What follows belongs to an exercise in optimizing a design on an open flow for small area; a production flow would make more cautious choices.
The RTL was checked by simulation tests, not by an equivalence proof against the original design.
Power and IR drop assume default switching activity.

==> flow/design.v <==
module rising_edge_detector (
    input clk,           
    input reset_n,       
    input input_signal,  
    output rising_edge_detected  
);
reg input_signal_d1;
reg input_signal_d2;
always @(posedge clk or negedge reset_n) begin
    if (!reset_n) begin
        input_signal_d1 <= 0;
        input_signal_d2 <= 0;
    end else begin
        input_signal_d1 <= input_signal;
        input_signal_d2 <= input_signal_d1;
    end
end
assign rising_edge_detected = ~input_signal_d2 & input_signal_d1;
endmodule
module fastinput_in (
    input rst,
    input clk,
    input [3:0]Fast,
    output reg [31:0] channel0,
    output reg [31:0] channel1,
    output reg [31:0] channel2,
    output reg [31:0] channel3
);
wire Rchannel0;
wire Rchannel1;
wire Rchannel2;
wire Rchannel3;
rising_edge_detector rising_edge_detector0 (
    .clk(clk),           
    .reset_n(rst),       
    .input_signal(Fast[0]),  
   .rising_edge_detected(Rchannel0)  
);
rising_edge_detector rising_edge_detector1 (
    .clk(clk),           
    .reset_n(rst),       
    .input_signal(Fast[1]),  
   .rising_edge_detected(Rchannel1)  
);
rising_edge_detector rising_edge_detector2 (
    .clk(clk),           
    .reset_n(rst),       
    .input_signal(Fast[2]),  
   .rising_edge_detected(Rchannel2)  
);
rising_edge_detector rising_edge_detector3 (
    .clk(clk),           
    .reset_n(rst),       
    .input_signal(Fast[3]),  
   .rising_edge_detected(Rchannel3)  
);
always @(posedge clk or negedge rst) begin
    if (!rst) begin
        channel0 <= 32'd0;
    end else if(Rchannel0) begin
        channel0 <= channel0 + 1'b1;
    end
    else begin
        channel0 <= channel0;
    end
end
always @(posedge clk or negedge rst) begin
    if (!rst) begin
        channel1 <= 32'd0;
    end else if(Rchannel1) begin
        channel1 <= channel1 + 1'b1;
    end
    else begin
        channel1 <= channel1;
    end
end
always @(posedge clk or negedge rst) begin
    if (!rst) begin
        channel2 <= 32'd0;
    end else if(Rchannel2) begin
        channel2 <= channel2 + 1'b1;
    end
    else begin
        channel2 <= channel2;
    end
end
always @(posedge clk or negedge rst) begin
    if (!rst) begin
        channel3 <= 32'd0;
    end else if(Rchannel3) begin
        channel3 <= channel3 + 1'b1;
    end
    else begin
        channel3 <= channel3;
    end
end
endmodule
module Receive2uart(
	input  uart_rxd,
	input  Clk,
	input  Rst,
	output is_cmd,
	output reg Rx_Done
);
reg s0_uart_rx, s1_uart_rx;
reg tmp0_uart_rx, tmp1_uart_rx;
reg uart_state;
reg [4:0] div_cnt;
reg bps_Clk;
reg [7:0] bps_cnt;
reg [2:0] acc;
reg match;
wire nedege = !tmp0_uart_rx & tmp1_uart_rx;
wire reject = (bps_cnt == 8'd12) && (acc[2] | (acc[1] & acc[0]));
assign is_cmd = match;
always @(posedge Clk or negedge Rst) begin
	if (!Rst) begin
		s0_uart_rx <= 1'b0;
		s1_uart_rx <= 1'b0;
		tmp0_uart_rx <= 1'b0;
		tmp1_uart_rx <= 1'b0;
	end else begin
		s0_uart_rx <= uart_rxd;
		s1_uart_rx <= s0_uart_rx;
		tmp0_uart_rx <= s1_uart_rx;
		tmp1_uart_rx <= tmp0_uart_rx;
	end
end
always @(posedge Clk or negedge Rst) begin
	if (!Rst)
		div_cnt <= 5'd0;
	else if (uart_state && div_cnt != 5'd26)
		div_cnt <= div_cnt + 1'b1;
	else
		div_cnt <= 5'd0;
end
always @(posedge Clk or negedge Rst) begin
	if (!Rst)
		bps_Clk <= 1'b0;
	else
		bps_Clk <= (div_cnt == 5'd1);
end
always @(posedge Clk or negedge Rst) begin
	if (!Rst)
		bps_cnt <= 8'd0;
	else if (bps_cnt == 8'd159 || reject)
		bps_cnt <= 8'd0;
	else if (bps_Clk)
		bps_cnt <= bps_cnt + 1'b1;
end
always @(posedge Clk or negedge Rst) begin
	if (!Rst)
		Rx_Done <= 1'b0;
	else
		Rx_Done <= (bps_cnt == 8'd159);
end
wire in_win = (bps_cnt[3:0] >= 4'd6) && (bps_cnt[3:0] <= 4'd11) && (bps_cnt != 8'd41);
wire [3:0] grp = bps_cnt[7:4];
wire exp_bit = (grp == 4'd1) || (grp == 4'd3);
always @(posedge Clk or negedge Rst) begin
	if (!Rst) begin
		acc <= 3'd0;
		match <= 1'b0;
	end else if (bps_Clk) begin
		if (bps_cnt[3:0] == 4'd0)
			acc <= 3'd0;
		else if (in_win)
			acc <= acc + s1_uart_rx;
		if (bps_cnt == 8'd12)
			match <= 1'b1;
		else if (bps_cnt[3:0] == 4'd12 && grp <= 4'd8 && acc[2] != exp_bit)
			match <= 1'b0;
	end
end
always @(posedge Clk or negedge Rst) begin
	if (!Rst)
		uart_state <= 1'b0;
	else if (nedege)
		uart_state <= 1'b1;
	else if (Rx_Done || reject)
		uart_state <= 1'b0;
end
endmodule
module Write2uart(
	input Clk,
	input Rst,
	input Send_en,
	input [7:0] Send_Data,
	output reg uart_txd,
	output reg TX_Done
);
reg bps_clk;
reg [8:0] div_cnt;
reg uart_state;
reg [3:0] bps_cnt;
always @(posedge Clk or negedge Rst) begin
	if (!Rst)
		bps_clk <= 1'b0;
	else
		bps_clk <= (div_cnt == 9'd1);
end
always @(posedge Clk or negedge Rst) begin
	if (!Rst)
		uart_state <= 1'b0;
	else if (Send_en)
		uart_state <= 1'b1;
	else if (bps_cnt == 4'd11)
		uart_state <= 1'b0;
end
always @(posedge Clk or negedge Rst) begin
	if (!Rst)
		bps_cnt <= 4'd0;
	else if (bps_cnt == 4'd11)
		bps_cnt <= 4'd0;
	else if (bps_clk)
		bps_cnt <= bps_cnt + 1'b1;
end
always @(posedge Clk or negedge Rst) begin
	if (!Rst)
		div_cnt <= 9'd0;
	else if (uart_state && div_cnt != 9'd433)
		div_cnt <= div_cnt + 1'b1;
	else
		div_cnt <= 9'd0;
end
always @(posedge Clk or negedge Rst) begin
	if (!Rst)
		TX_Done <= 1'b0;
	else
		TX_Done <= (bps_cnt == 4'd11);
end
always @(posedge Clk or negedge Rst) begin
	if (!Rst)
		uart_txd <= 1'b1;
	else begin
		case (bps_cnt)
			4'd1: uart_txd <= 1'b0;
			4'd2: uart_txd <= Send_Data[0];
			4'd3: uart_txd <= Send_Data[1];
			4'd4: uart_txd <= Send_Data[2];
			4'd5: uart_txd <= Send_Data[3];
			4'd6: uart_txd <= Send_Data[4];
			4'd7: uart_txd <= Send_Data[5];
			4'd8: uart_txd <= Send_Data[6];
			4'd9: uart_txd <= Send_Data[7];
			default: uart_txd <= 1'b1;
		endcase
	end
end
endmodule
module fastinput (
    input rst,
    input clk,
	input [3:0]CheckIO,
	input  receive,
    output write
);
wire RxDone;
wire is_cmd;
wire tx_done;
wire [31:0] channel0;
wire [31:0] channel1;
wire [31:0] channel2;
wire [31:0] channel3;
wire ReadyWrite1;
reg WriteEnable;
reg ReadyWrite0;
reg [7:0] WriteBuffer [1:17];
reg [4:0] cntSend;
reg [7:0] SendData;
wire [7:0] Check = channel0[7:0] + channel1[7:0] + channel2[7:0] + channel3[7:0];
wire accept = RxDone && !WriteEnable && is_cmd;
Write2uart Write2uart(
	.Clk(clk),
	.Rst(rst),
	.Send_en(WriteEnable),
	.Send_Data(SendData),
	.uart_txd(write),
	.TX_Done(tx_done)
);
fastinput_in fastinput_in (
    .rst(rst),
    .clk(clk),
    .Fast(CheckIO),
    .channel0(channel0),
    .channel1(channel1),
    .channel2(channel2),
    .channel3(channel3)
);
Receive2uart Receive2uart(
	.uart_rxd(receive),
	.Clk(clk),
	.Rst(rst),
	.is_cmd(is_cmd),
	.Rx_Done(RxDone)
);
rising_edge_detector rising_edge_detectortx (
    .clk(clk),
    .reset_n(rst),
    .input_signal(ReadyWrite0),
    .rising_edge_detected(ReadyWrite1)
);
always @(posedge clk or negedge rst) begin
	if (!rst)
		WriteEnable <= 1'b0;
	else if (ReadyWrite1)
		WriteEnable <= 1'b1;
	else if (cntSend == 5'd18)
		WriteEnable <= 1'b0;
end
always @(posedge clk or negedge rst) begin
	if (!rst)
		cntSend <= 5'd0;
	else if (tx_done)
		cntSend <= cntSend + 1'b1;
	else if (cntSend == 5'd18)
		cntSend <= 5'd0;
end
reg [7:0] nextByte;
always @(*) begin
	case (cntSend)
		5'd0:  nextByte = 8'h06;
		5'd1:  nextByte = WriteBuffer[1];
		5'd2:  nextByte = WriteBuffer[2];
		5'd3:  nextByte = WriteBuffer[3];
		5'd4:  nextByte = WriteBuffer[4];
		5'd5:  nextByte = WriteBuffer[5];
		5'd6:  nextByte = WriteBuffer[6];
		5'd7:  nextByte = WriteBuffer[7];
		5'd8:  nextByte = WriteBuffer[8];
		5'd9:  nextByte = WriteBuffer[9];
		5'd10: nextByte = WriteBuffer[10];
		5'd11: nextByte = WriteBuffer[11];
		5'd12: nextByte = WriteBuffer[12];
		5'd13: nextByte = WriteBuffer[13];
		5'd14: nextByte = WriteBuffer[14];
		5'd15: nextByte = WriteBuffer[15];
		5'd16: nextByte = WriteBuffer[16];
		default: nextByte = WriteBuffer[17];
	endcase
end
always @(posedge clk or negedge rst) begin
	if (!rst)
		SendData <= 8'd0;
	else if (tx_done)
		SendData <= nextByte;
end
always @(posedge clk or negedge rst) begin
	if (!rst)
		ReadyWrite0 <= 1'b0;
	else if (accept)
		ReadyWrite0 <= 1'b1;
	else if (tx_done)
		ReadyWrite0 <= 1'b0;
end
always @(posedge clk) begin
	if (accept) begin
		WriteBuffer[1]  <= channel0[7:0];
		WriteBuffer[2]  <= channel0[15:8];
		WriteBuffer[3]  <= channel0[23:16];
		WriteBuffer[4]  <= channel0[31:24];
		WriteBuffer[5]  <= channel1[7:0];
		WriteBuffer[6]  <= channel1[15:8];
		WriteBuffer[7]  <= channel1[23:16];
		WriteBuffer[8]  <= channel1[31:24];
		WriteBuffer[9]  <= channel2[7:0];
		WriteBuffer[10] <= channel2[15:8];
		WriteBuffer[11] <= channel2[23:16];
		WriteBuffer[12] <= channel2[31:24];
		WriteBuffer[13] <= channel3[7:0];
		WriteBuffer[14] <= channel3[15:8];
		WriteBuffer[15] <= channel3[23:16];
		WriteBuffer[16] <= channel3[31:24];
		WriteBuffer[17] <= Check;
	end
end
endmodule
==> flow/run.sh <==
#!/bin/bash
# synth_recipe.tcl (not shown) runs the flow's synth.tcl, then flattens the netlist and writes it again
# the make line also repeats each setting of config.mk as NAME=value (left out here)
make -C /OpenROAD-flow-scripts/flow DESIGN_CONFIG=/design/flow/config.mk WORK_HOME=/design/flow/orfs CLKGATE_MAP_FILE= SYNTH_SCRIPT=/design/flow/synth_recipe.tcl finish
==> flow/config.mk <==
export PLATFORM = sky130hd
export DESIGN_NAME = fastinput
export DESIGN_NICKNAME = fastinput
export VERILOG_FILES = /design/flow/design.v
export SDC_FILE = /design/flow/constraint.sdc
export NUM_CORES = 4
export LEC_CHECK = 0
export CAP_MARGIN = 20
export CORE_MARGIN = 2
export CORE_UTILIZATION = 40
export PLACE_DENSITY = 0.6
export SLEW_MARGIN = 20
==> flow/constraint.sdc <==
create_clock -name core_clock -period 10.0 [get_ports {clk}]
set_input_delay 2.0000 -clock core_clock [delete_from_list [all_inputs] [get_ports {clk}]]
set_output_delay 2.0000 -clock core_clock [all_outputs]
set_load 0.01 [all_outputs]
==> summary.txt <==
-- kinds of logic after synthesis --
kind of cell	synth area share (%)
adder cells (fa/ha/maj)	4.585
flip-flops	61.35
XOR/XNOR	9.196
buffers and inverters	2.499
AND/OR/NAND/NOR	14.25
multiplexers	2.533
AO/OA/AOI/OAI	5.581
-- registers in the layout, indices dropped and copies added (netlist names), 3 cells and up --
signal	count
fastinput_in.channel2	32
cntSend	5
fastinput_in.channel0	32
fastinput_in.channel3	32
SendData	8
Write2uart.bps_cnt	4
Write2uart.div_cnt	9
Receive2uart.acc	3
Receive2uart.bps_cnt	8
fastinput_in.channel1	32
WriteBuffer	136
Receive2uart.div_cnt	5
-- layer usage --
| layer | vias to the layer above | GRT usage, % | share of wire, % |
|---|---|---|---|
| met5 | - | 0 | 0 |
| met4 | 0 | 6.927 | 3.8 |
| met3 | 71 | 3.158 | 4.9 |
| met2 | 204 | 25.33 | 44 |
| met1 | 4325 | 24.22 | 47 |
| li1 | 4103 | - | - |
-- worst max-delay path by stage --
stage,endpoint,cells after the start,from,slack (ns)
global placement,cntSend[2]$_DFFE_PN0P_,2,rst,6.54
CTS,write,1,Write2uart.uart_txd$_DFF_PN1_,6.43
global route,write,1,Write2uart.uart_txd$_DFF_PN1_,6.41
detailed placement,cntSend[2]$_DFFE_PN0P_,2,rst,6.52
finish,write,1,Write2uart.uart_txd$_DFF_PN1_,6.46
floorplan,WriteBuffer[10][0]$_DFFE_PP_,1,WriteEnable$_DFFE_PN0P_,5.87
-- report_power, final --
group          total, mW  internal (mW)  switching, mW
clock network       1.30          0.767          0.533
logic              0.564          0.267          0.296
registers           1.63           1.52          0.104
-- cell type report --
type                            count  area, um2  area share, %
Clock inverter                     15      111.4         0.6840
Clock buffer                       51       1059          6.502
Multi-Input combinational cell    717       5271          32.38
Timing Repair Buffer               12      111.4         0.6840
Inverter                           56      210.2          1.291
Tap cell                          461      576.8          3.543
Sequential cell                   330       8941          54.92
-- metrics by stage --
| stage | hold WS [ns] | total power, mW | utilization, % |
|---|---|---|---|
| 2_1_floorplan | 0.3312 | 2.080 | - |
| 3_3_place_gp | 0.3546 | 2.208 | 42.28 |
| 3_5_place_dp | 0.3576 | 2.218 | 42.28 |
| 4_1_cts | 0.3713 | 3.526 | 45.55 |
| 5_1_grt | 0.3843 | 3.696 | 45.55 |
| 6_report | 0.3680 | 3.491 | 45.55 |
-- cells in the final DEF (no fill, tap or decap), types with 4 or more instances in the layout --
| master | synthesis | final |
|---|---|---|
| sky130_fd_sc_hd__a22oi_1 | 12 | 12 |
| sky130_fd_sc_hd__a221oi_1 | 6 | 6 |
| sky130_fd_sc_hd__ha_1 | 31 | 31 |
| sky130_fd_sc_hd__o21ai_0 | 23 | 23 |
| sky130_fd_sc_hd__clkbuf_16 | 0 | 37 |
| sky130_fd_sc_hd__a21o_1 | 4 | 4 |
| sky130_fd_sc_hd__inv_1 | 55 | 55 |
| sky130_fd_sc_hd__a22o_1 | 4 | 4 |
| sky130_fd_sc_hd__and4_1 | 16 | 16 |
| sky130_fd_sc_hd__fa_1 | 14 | 14 |
| sky130_fd_sc_hd__or3_1 | 4 | 4 |
| sky130_fd_sc_hd__a21oi_1 | 13 | 13 |
| sky130_fd_sc_hd__nor4_1 | 7 | 7 |
| sky130_fd_sc_hd__clkdlybuf4s50_1 | 0 | 6 |
| sky130_fd_sc_hd__mux2i_1 | 5 | 5 |
| sky130_fd_sc_hd__dfrtp_1 | 193 | 192 |
| sky130_fd_sc_hd__or2_2 | 4 | 4 |
| sky130_fd_sc_hd__xor2_1 | 47 | 47 |
| sky130_fd_sc_hd__nand2b_1 | 4 | 4 |
| sky130_fd_sc_hd__mux4_2 | 4 | 4 |
| sky130_fd_sc_hd__clkbuf_1 | 14 | 6 |
| sky130_fd_sc_hd__nor2b_1 | 13 | 13 |
| sky130_fd_sc_hd__nand3_1 | 50 | 50 |
| sky130_fd_sc_hd__mux2_2 | 19 | 19 |
| sky130_fd_sc_hd__nand2_1 | 100 | 100 |
| sky130_fd_sc_hd__buf_4 | 1 | 5 |
| sky130_fd_sc_hd__nor2_1 | 58 | 58 |
| sky130_fd_sc_hd__and3_1 | 31 | 31 |
| sky130_fd_sc_hd__nor3b_1 | 5 | 5 |
| sky130_fd_sc_hd__edfxtp_1 | 136 | 136 |
| sky130_fd_sc_hd__xnor2_1 | 106 | 106 |
| sky130_fd_sc_hd__a32oi_1 | 13 | 13 |
| sky130_fd_sc_hd__nor3_1 | 18 | 18 |
| sky130_fd_sc_hd__clkbuf_8 | 0 | 9 |
| sky130_fd_sc_hd__nand4_1 | 39 | 39 |
| sky130_fd_sc_hd__clkinv_2 | 0 | 9 |
==> out/metrics.json <==
{
  "status": "timing/DRC/antenna clean",
  "netlist_area_mm2": 0.01457,
  "die_width_um": 194.9,
  "cts_repair_resize_count": 0,
  "core_area_mm2": 0.03574,
  "via_count_of_the_first_global_routing_pass": 8738,
  "path_cells": "clkdlybuf4s50_1",
  "cts.reportedPaths.clkPinSlew_ns": 0.06,
  "rsz0062_at_grt": "no",
  "synthesis.instances": 1132,
  "holdPathEnd": "fastinput_in.rising_edge_detector3.input_signal_d2$_DFF_PN0_",
  "maxSlewHeadroom_pct": 32.24,
  "cts_hold_buffers": 0,
  "port_buffers": 7,
  "synth_top_cell_area_share_pct": 33.14,
  "postSynthRegisterBits": 330,
  "setup_ws_ns": 6.456,
  "r2r_startpoint": "fastinput_in.channel1[1]$_DFFE_PN0P_",
  "post_cts.repair.setup_buffers": 0,
  "critical_path_s_top_delay_family": "buffers and inverters",
  "asyncSetResetFlopFracSynth_pct": 58.79,
  "worstHoldPathCells": 0,
  "number_of_flops_mapped_to_enable_cells_by_yosys": 136,
  "ff2ff_setup_slack_ns": 7.00,
  "vdd_ir_drop_max_v": 0.0001761,
  "fin_cells": 1642,
  "detailed_place_hpwl_um": 21470,
  "avgSynthCellArea_um2": 12.87,
  "synth_seq_area_share_pct": 61.35,
  "globalRoute.totalOverflow": 0,
  "top_achievable_clock_speed_ghz": 0.2821,
  "post-synth-top-area-cell": "sky130_fd_sc_hd__dfrtp_1",
  "synth_ff_type": "sky130_fd_sc_hd__dfrtp_1",
  "yosys-top-cells-count": "sky130_fd_sc_hd__dfrtp_1, sky130_fd_sc_hd__edfxtp_1, sky130_fd_sc_hd__xnor2_1, sky130_fd_sc_hd__nand2_1, sky130_fd_sc_hd__nor2_1",
  "fp.dieArea_mm2": 0.03797,
  "setup.worst_path.end_class": "output pin",
  "cts_tree": "built",
  "detail_route.drc_violations": 0,
  "grt_first_pass_wirelength_um": 49860,
  "holdCritStartpoint": "fastinput_in.rising_edge_detector3.input_signal_d1$_DFF_PN0_",
  "cts_buffers": 36,
  "finClkSkew_ns": 0.01371,
  "postRouteAntennaNets": 0,
  "route.vias.total": 8703,
  "tightestPinTransition_ns": 1.016,
  "startpoint_type": "flip-flop",
  "dpl_worst_slack_ns": 6.519,
  "synthToLayoutAreaGrowth_pct": 11.73,
  "htreeDepth": 2,
  "final_hold_violation_count": 0,
  "post-synth-top-count-cell": "sky130_fd_sc_hd__dfrtp_1",
  "max_cap_viol_count": 0,
  "placement_rows": 69,
  "place.detailed.instances": 1576,
  "grt_usage_pct": 16.89,
  "hold_path_class": "reg2reg",
  "pwrdens_mw_per_mm2": 214.4,
  "cp_slowest_cell": "sky130_fd_sc_hd__clkdlybuf4s50_1",
  "fillers": 3280,
  "grt_antenna_before_repair": 0,
  "die_y_um": 194.9,
  "setup_total_negative_slack_ns": 0,
  "clock_tree.root_cell": "sky130_fd_sc_hd__clkbuf_16",
  "critical_path_peak_fanout": 1,
  "wl_um": 30930,
  "post_synth_main_area_contributors": "sky130_fd_sc_hd__dfrtp_1, sky130_fd_sc_hd__edfxtp_1, sky130_fd_sc_hd__xnor2_1",
  "cp.buffers_inverters": 1,
  "finish.net_count": 1205,
  "static-leakage-power_nw": 6.416,
  "required_ns": 8.00,
  "drt_first_pass_iters": 8,
  "drive_gt1_share_pct": 9.822,
  "detail_route.wl_per_cell_um": 18.84,
  "floorplan.initialDensity_pct": 40.77,
  "layout_worst_path_cycle_share_pct": 35.44,
  "ys_warn_count": 6,
  "worst_skew_pair.late_latency_ns": 0.52,
  "timing_max_transition_violations_final": 0,
  "antennaDiodeCount": 0,
  "floorplan.io_pins": 8,
  "syn_nets": 1184,
  "timing.final.setup_violations": 0,
  "worst-r2r-cell-count": 12,
  "avgViaCountPerCell": 5.300,
  "grt_max_degree": 75,
  "place_congestion": 0.9271,
  "rr_endpoint": "WriteBuffer[17][7]$_DFFE_PP_",
  "stdcell_area_mm2": 0.01628,
  "worstSetupPathType": "reg2out",
  "cp_slowest_stage_delay_ns": 0.52,
  "initialDrtViolationCount": 711,
  "post_synth_num_cell_types": 77,
  "numClockSinks": 330,
  "area_after_detailed_placement_mm2": 0.01511,
  "finalWorstPathRequiredPeriod_ns": 3.544,
  "worst-endpoint-arrival_ns": 1.54,
  "clock_tree_buffer_depth": 3
}

port drivers added, routing unchanged:
The results above use ideal ports. As a check the final layout listed here was re-extracted and re-timed, cells and wires unchanged.
Step 1 (the two cells are an assumption about what drives the block):
set clk [get_ports {clk}]
set_driving_cell -lib_cell sky130_fd_sc_hd__clkbuf_16 $clk
set_driving_cell -lib_cell sky130_fd_sc_hd__buf_2 [delete_from_list [all_inputs] $clk]
Step 2 adds t to the input delays and takes it off the output delays; t is the mean of the earliest and latest rising clock arrival at the registers after step 1. Input paths then give back, and output paths get back, about the clock's delay inside the block.
Three values: no drivers, after step 1, after step 2; two values: the first two.
t, ns: 0.569
setup WS [ns]: 6.456 / 6.403 / 6.656
worst setup path at the end: input, reset recovery
worst slew at a driven data input, ns: 0.05
pins driven straight from the clock port: 1
After both steps setup and hold are still met in this run. The setup slack of this run moves by -0.053 ns with the drivers and by +0.200 ns with both steps. The worst setup slack also covers recovery checks on asynchronous resets.
